Context: an optimization exercise on an open-source flow, tuned for small area, a short achievable clock period and few clock cycles per item. The choices shown serve that exercise and are no tape-out recipe.
The RTL was checked by simulation tests, not by an equivalence proof against the original design.
The flow treats the clock pin as an ideal source. Dropping or thinning the clock tree relies on that and would not hold on a real chip.
Power and IR drop assume default switching activity.

==> inputs of job 9400 <==
// heichips25_systolicArray
module heichips25_systolicArray #(
    parameter BITWIDTH = 4,
    parameter OUTWIDTH = 2*BITWIDTH
)(
    input                           clk,
    input                           reset,
    input        [BITWIDTH -1:0]    data_in,
    input                           load_weights,
    input                           load_inputs,
    input                           store_outputs,
    output logic [OUTWIDTH -1:0]    results,
    output logic                    valid_out
);
==> module heichips25_systolicArray, before the edit <==
module heichips25_systolicArray #(
    parameter BITWIDTH = 4,
    parameter OUTWIDTH = 2*BITWIDTH
)(
    input                           clk,
    input                           reset,
    input        [BITWIDTH -1:0]    data_in,
    input                           load_weights,
    input                           load_inputs,
    input                           store_outputs,
    output logic [OUTWIDTH -1:0]    results,
    output logic                    valid_out
);
    logic [3:0]  wr [0:3][0:3];    
    logic [3:0]  x  [0:3][0:3];    
    logic [3:0]  cnt;        
    logic [1:0]  ph;         
    logic [3:0]  io;         
    logic [1:0]  jc;         
    logic [3:0]  wp;         
    logic        mid_r;      
    logic        m2, m3;     
    logic        st1, st2;   
    logic [63:0] r1;         
    logic [15:0] r2;         
    logic [7:0]  ca, cb;     
    always @(posedge clk) begin
        for (int k = 0; k < 4; k++) begin
            wr[k][0] <= (load_weights && cnt[3:2] == k) ? data_in : wr[k][3];
            for (int p = 1; p < 4; p++) wr[k][p] <= wr[k][p-1];
        end
    end
    always @(posedge clk) begin
        for (int r = 0; r < 4; r++) begin
            if (load_inputs && cnt[3:2] == r) begin
                x[r][0] <= data_in;
                for (int k = 1; k < 4; k++) x[r][k] <= x[r][k-1];
            end
        end
    end
    wire       mid_n = load_inputs && cnt >= 4 && cnt <= 14;   
    wire [1:0] ph1 = ph + 2'd1;
    wire [1:0] pa = ph1 - {1'b0, ph1[0]};         
    wire [1:0] pb = cnt[1:0] - 2'd2;              
    wire [1:0] pc = ph - 2'd1;                    
    wire [1:0] pd = ph - jc;                      
    logic [3:0] wp_n;
    always_comb begin
        for (int p = 0; p < 4; p++) begin
            if (mid_n)              wp_n[p] = pa == p;
            else if (store_outputs) wp_n[p] = pd == p;
            else if (load_weights)  wp_n[p] = pb == p;
            else                    wp_n[p] = pc == p;
        end
    end
    always @(posedge clk) begin
        cnt       <= reset ? 4'd0 : (load_weights || load_inputs) ? cnt + 4'd1 : cnt;
        valid_out <= !reset && load_inputs && cnt == 15;
        ph        <= load_weights ? cnt[1:0] : ph + 2'd1;
        mid_r     <= mid_n;
        if (mid_n)              jc <= {1'b0, ph1[0]};
        else if (store_outputs) jc <= jc + 2'd1;
        else                    jc <= 2'd2;
        wp        <= wp_n;
        if (mid_n || !store_outputs) io <= 4'b0001;
        else if (jc == 3)            io <= {io[2:0], io[3]};
        m2        <= mid_r;
        m3        <= m2;
        st1       <= store_outputs;
        st2       <= st1;
    end
    logic [3:0] a [0:3];
    logic [3:0] b [0:3];
    always_comb begin
        for (int k = 0; k < 4; k++) begin
            a[k] = ({4{io[0]}} & x[0][3-k]) | ({4{io[1]}} & x[1][3-k])
                 | ({4{io[2]}} & x[2][3-k]) | ({4{io[3]}} & x[3][3-k]);
            b[k] = ({4{wp[0]}} & wr[k][0]) | ({4{wp[1]}} & wr[k][1])
                 | ({4{wp[2]}} & wr[k][2]) | ({4{wp[3]}} & wr[k][3]);
        end
    end
    wire [63:0] r1_n;
    dot4_l1 l1 (
        .a0(a[0]), .a1(a[1]), .a2(a[2]), .a3(a[3]),
        .b0(b[0]), .b1(b[1]), .b2(b[2]), .b3(b[3]),
        .r(r1_n)
    );
    wire [15:0] r2_n;
    dot4_l23 l23 (.r(r1), .s(r2_n));
    wire [7:0] sum = r2[7:0] + r2[15:8];
    always @(posedge clk) begin
        r1 <= r1_n;
        r2 <= r2_n;
        ca <= m3 ? sum : cb;
        cb <= ca;
        results <= (!st1 || !st2) ? ((ph[0] ^ st1) ? ca : cb) : sum;
    end
endmodule
Settings: LEC_CHECK=0, CAP_MARGIN=20, CORE_MARGIN=2, CORE_UTILIZATION=66, CTS_CLUSTER_DIAMETER=120, CTS_CLUSTER_SIZE=28, SETUP_SLACK_MARGIN=4.42, SLEW_MARGIN=20; clock period 6.5 ns.
standard.sh (not shown) runs the stock make flow with config.mk's settings and CLKGATE_MAP_FILE= SYNTH_SCRIPT=/design/flow/synth_recipe.tcl, a recipe that flattens the netlist after the stock synthesis.
==> flow/flow/run.sh <==
#!/bin/bash
# Layout flow: the standard flow (standard.sh), with one change to clock
# tree synthesis (pre_cts.tcl): the clock tree is built by TritonCTS as usual,
# then its middle level of buffers is removed so that the root buffer drives
# the leaf buffers directly. The tree stays balanced; it has one buffer less
# between the clock port and every register. Its buffers are then made
# inverters of the same drive (two inversions between the port and every
# register). The ports are buffered with buf_2 rather than the slow delay
# buffer that buffer_ports picks by default.
set -euo pipefail
work=$(pwd)
export PRE_CTS_TCL="$work/flow/pre_cts.tcl"
export BUFFER_PORTS_ARGS="-buffer_cell sky130_fd_sc_hd__buf_2"
bash standard.sh > "$work/flow_standard.log" 2>&1 || { tail -50 "$work/flow_standard.log"; exit 1; }
tail -5 "$work/flow_standard.log"
==> flow/flow/pre_cts.tcl <==
# Sourced by ORFS's cts.tcl before clock tree synthesis (PRE_CTS_TCL).
# Wraps clock_tree_synthesis: after TritonCTS has built the tree (without
# dummy loads), each buffer between the root buffer and the leaf buffers is
# removed and the leaf buffers it drove are connected to the root buffer's
# net. Then every buffer of the tree (the root and the leaves) is replaced by
# an inverter of the same drive at the same place: the registers see the clock
# through two inversions, so its edges are unchanged, and every register is
# still reached through the same number of stages.
rename clock_tree_synthesis my_cts_orig
proc clock_tree_synthesis { args } {
  my_cts_orig {*}$args -dont_use_dummy_load
  set block [ord::get_db_block]
  set clkport [$block findBTerm clk]
  set clknet [$clkport getNet]
  # the root buffer: the one cell the clock port drives
  set roots {}
  foreach it [$clknet getITerms] {
    if {[$it isInputSignal]} { lappend roots [$it getInst] }
  }
  if {[llength $roots] != 1} { puts "pre_cts: [llength $roots] cells on the clock port, tree left as built"; return }
  set root [lindex $roots 0]
  set rootnet [[$root findITerm X] getNet]
  set removed 0
  foreach it [$rootnet getITerms] {
    if {![$it isInputSignal]} continue
    set inst [$it getInst]
    if {![string match *clkbuf* [[$inst getMaster] getName]]} continue
    set onet [[$inst findITerm X] getNet]
    set loads {}
    set allbuf 1
    foreach l [$onet getITerms] {
      if {[$l isInputSignal]} {
        lappend loads $l
        if {![string match *clkbuf* [[[$l getInst] getMaster] getName]]} { set allbuf 0 }
      }
    }
    if {!$allbuf || [llength $loads] == 0} continue
    foreach l $loads { $l disconnect; $l connect $rootnet }
    $it disconnect
    [$inst findITerm X] disconnect
    odb::dbInst_destroy $inst
    odb::dbNet_destroy $onet
    incr removed
  }
  puts "pre_cts: removed $removed middle clock buffers"
  # root and leaves: buffers -> inverters
  set inv [[ord::get_db] findMaster sky130_fd_sc_hd__clkinv_16]
  set tree [list $root]
  foreach it [$rootnet getITerms] {
    if {[$it isInputSignal]} { lappend tree [$it getInst] }
  }
  set swapped 0
  foreach inst $tree {
    if {![string match *clkbuf* [[$inst getMaster] getName]]} continue
    set in [[$inst findITerm A] getNet]
    set out [[$inst findITerm X] getNet]
    set loc [$inst getLocation]
    set name [$inst getName]
    odb::dbInst_destroy $inst
    set ni [odb::dbInst_create $block $inv ${name}_inv]
    $ni setLocation [lindex $loc 0] [lindex $loc 1]
    $ni setPlacementStatus PLACED
    [$ni findITerm A] connect $in
    [$ni findITerm Y] connect $out
    incr swapped
  }
  puts "pre_cts: $swapped clock buffers made inverters"
}
==> inputs of job 5380, as changes to job 9400 <==
--- a/flow/design.v
+++ b/flow/design.v
@@ -421,11 +421,11 @@
     logic [1:0]  jc;         
     logic [3:0]  wp;         
     logic        mid_r;      
-    logic        m2, m3;     
+    logic [1:0]  t1, t2;     
     logic        st1, st2;   
     logic [63:0] r1;         
     logic [15:0] r2;         
-    logic [7:0]  ca, cb;     
+    logic [7:0]  c0, c1;     
     always @(posedge clk) begin
         for (int k = 0; k < 4; k++) begin
             wr[k][0] <= (load_weights && cnt[3:2] == k) ? data_in : wr[k][3];
@@ -441,8 +441,7 @@
         end
     end
     wire       mid_n = load_inputs && cnt >= 4 && cnt <= 14;   
-    wire [1:0] ph1 = ph + 2'd1;
-    wire [1:0] pa = ph1 - {1'b0, ph1[0]};         
+    wire [1:0] pa = ph + 2'd1 - {1'b0, cnt[0]};   
     wire [1:0] pb = cnt[1:0] - 2'd2;              
     wire [1:0] pc = ph - 2'd1;                    
     wire [1:0] pd = ph - jc;                      
@@ -460,14 +459,14 @@
         valid_out <= !reset && load_inputs && cnt == 15;
         ph        <= load_weights ? cnt[1:0] : ph + 2'd1;
         mid_r     <= mid_n;
-        if (mid_n)              jc <= {1'b0, ph1[0]};
+        if (mid_n)              jc <= {1'b0, cnt[0]};
         else if (store_outputs) jc <= jc + 2'd1;
         else                    jc <= 2'd2;
         wp        <= wp_n;
         if (mid_n || !store_outputs) io <= 4'b0001;
         else if (jc == 3)            io <= {io[2:0], io[3]};
-        m2        <= mid_r;
-        m3        <= m2;
+        t1        <= {mid_r && jc[0], mid_r && !jc[0]};
+        t2        <= t1;
         st1       <= store_outputs;
         st2       <= st1;
     end
@@ -493,8 +492,8 @@
     always @(posedge clk) begin
         r1 <= r1_n;
         r2 <= r2_n;
-        ca <= m3 ? sum : cb;
-        cb <= ca;
-        results <= (!st1 || !st2) ? ((ph[0] ^ st1) ? ca : cb) : sum;
+        if (t2[0]) c0 <= sum;
+        if (t2[1]) c1 <= sum;
+        results <= !st1 ? c0 : !st2 ? c1 : sum;
     end
 endmodule
==> flow/flow/run.sh (replaced) <==
#!/bin/bash
# Layout flow: the standard flow (standard.sh), with one change to clock
# tree synthesis (pre_cts.tcl): the clock tree is built by TritonCTS as usual,
# then its middle level of buffers is removed so that the root buffer drives
# the leaf buffers directly. The tree stays balanced; it has one buffer less
# between the clock port and every register.
set -euo pipefail
work=$(pwd)
export PRE_CTS_TCL="$work/flow/pre_cts.tcl"
bash standard.sh > "$work/flow_standard.log" 2>&1 || { tail -50 "$work/flow_standard.log"; exit 1; }
tail -5 "$work/flow_standard.log"
==> flow/flow/pre_cts.tcl (replaced) <==
# Sourced by ORFS's cts.tcl before clock tree synthesis (PRE_CTS_TCL).
# Wraps clock_tree_synthesis: after TritonCTS has built the tree, each buffer
# between the root buffer and the leaf buffers is removed and the leaf buffers
# it drove are connected to the root buffer's net. No dummy loads are added.
rename clock_tree_synthesis my_cts_orig
proc clock_tree_synthesis { args } {
  my_cts_orig {*}$args -dont_use_dummy_load
  set block [ord::get_db_block]
  set clkport [$block findBTerm clk]
  set clknet [$clkport getNet]
  # the root buffer: the one cell the clock port drives
  set roots {}
  foreach it [$clknet getITerms] {
    if {[$it isInputSignal]} { lappend roots [$it getInst] }
  }
  if {[llength $roots] != 1} { puts "pre_cts: [llength $roots] cells on the clock port, tree left as built"; return }
  set rootnet [[[lindex $roots 0] findITerm X] getNet]
  set removed 0
  foreach it [$rootnet getITerms] {
    if {![$it isInputSignal]} continue
    set inst [$it getInst]
    if {![string match *clkbuf* [[$inst getMaster] getName]]} continue
    set onet [[$inst findITerm X] getNet]
    set loads {}
    set allbuf 1
    foreach l [$onet getITerms] {
      if {[$l isInputSignal]} {
        lappend loads $l
        if {![string match *clkbuf* [[[$l getInst] getMaster] getName]]} { set allbuf 0 }
      }
    }
    if {!$allbuf || [llength $loads] == 0} continue
    foreach l $loads { $l disconnect; $l connect $rootnet }
    $it disconnect
    [$inst findITerm X] disconnect
    odb::dbInst_destroy $inst
    odb::dbNet_destroy $onet
    incr removed
  }
  puts "pre_cts: removed $removed middle clock buffers"
}
--- a/flow/config.mk
+++ b/flow/config.mk
@@ -7,8 +7,8 @@
 export LEC_CHECK = 0
 export CAP_MARGIN = 20
 export CORE_MARGIN = 2
-export CORE_UTILIZATION = 66
+export CORE_UTILIZATION = 50
 export CTS_CLUSTER_DIAMETER = 120
 export CTS_CLUSTER_SIZE = 28
-export SETUP_SLACK_MARGIN = 4.42
+export SETUP_SLACK_MARGIN = 4.4
 export SLEW_MARGIN = 20
==> comparison table <==
                                                                                job 5380                 job 9400
Setup Slack @ Placement                                                          3210 ps                  3980 ps
Switch share                                                                       30.0%                    34.2%
Clock transition at the registers of the reported paths                           100 ps                    90 ps
Met3 GRT Util                                                                      4.04%                    3.54%
Global-route wire length before repair                                           27.2 mm                  27.4 mm
Post-Synthesis Net Count                                                             685                      700
Final routed wirelength across all metal layers                                  17.0 mm                  17.2 mm
Share of synthesized cell area in and, or, nand and nor gates                      3.34%                    4.21%
Total Nets Final                                                                     690                      705
Cell internal power dissipation                                                  2240 uW                  2100 uW
Core Region                                                                  17200 sq um              12800 sq um
Share of the synthesized area in compound gates (AO/OA/AOI/OAI)                    11.3%                    12.4%
Met2 WL post-DR                                                                  8.52 mm                  8.81 mm
Status                                                           complete, no violations  complete, no violations
Die extent in x                                                                   137 um                   119 um
Power in combinational cells                                                      774 uW                   790 uW
Testbench counts of job 9400, summed over its fixed seeds: cycles 9,216, jobs 192.
Testbench counts of job 5380, summed over its fixed seeds: cycles 9,216, jobs 192.
In job 9400 the design's own scripts or RTL, not TritonCTS, make the clock network.

==> static timing again, ports no longer ideal <==
No port has a modelled driver above. Below, the same layouts with a new extraction and two added sets of constraints.
Step 1 sets driving cells, clkbuf_16 on the clock port and buf_2 on the other inputs (assumed; they add their load-dependent delay and slew).
Step 2, shift: input delay + t, output delay - t, t = (earliest + latest rising clock arrival at the registers) / 2. This alone moves slack from input paths to output paths.
Three values: ideal, step 1, step 2; two values: the first two.
run	t, ns	setup WS [ns]	latest minus earliest clock arrival (ns)
job 9400	0.387	4.443 / 4.368 / 4.123	0.010 / 0.010
job 5380	0.436	4.360 / 4.317 / 4.050	0.015 / 0.015
After both steps setup and hold are still met in every run listed. For job 9400, which loses most, drivers alone change the setup slack by -0.075 ns; drivers and shift together by -0.320 ns.
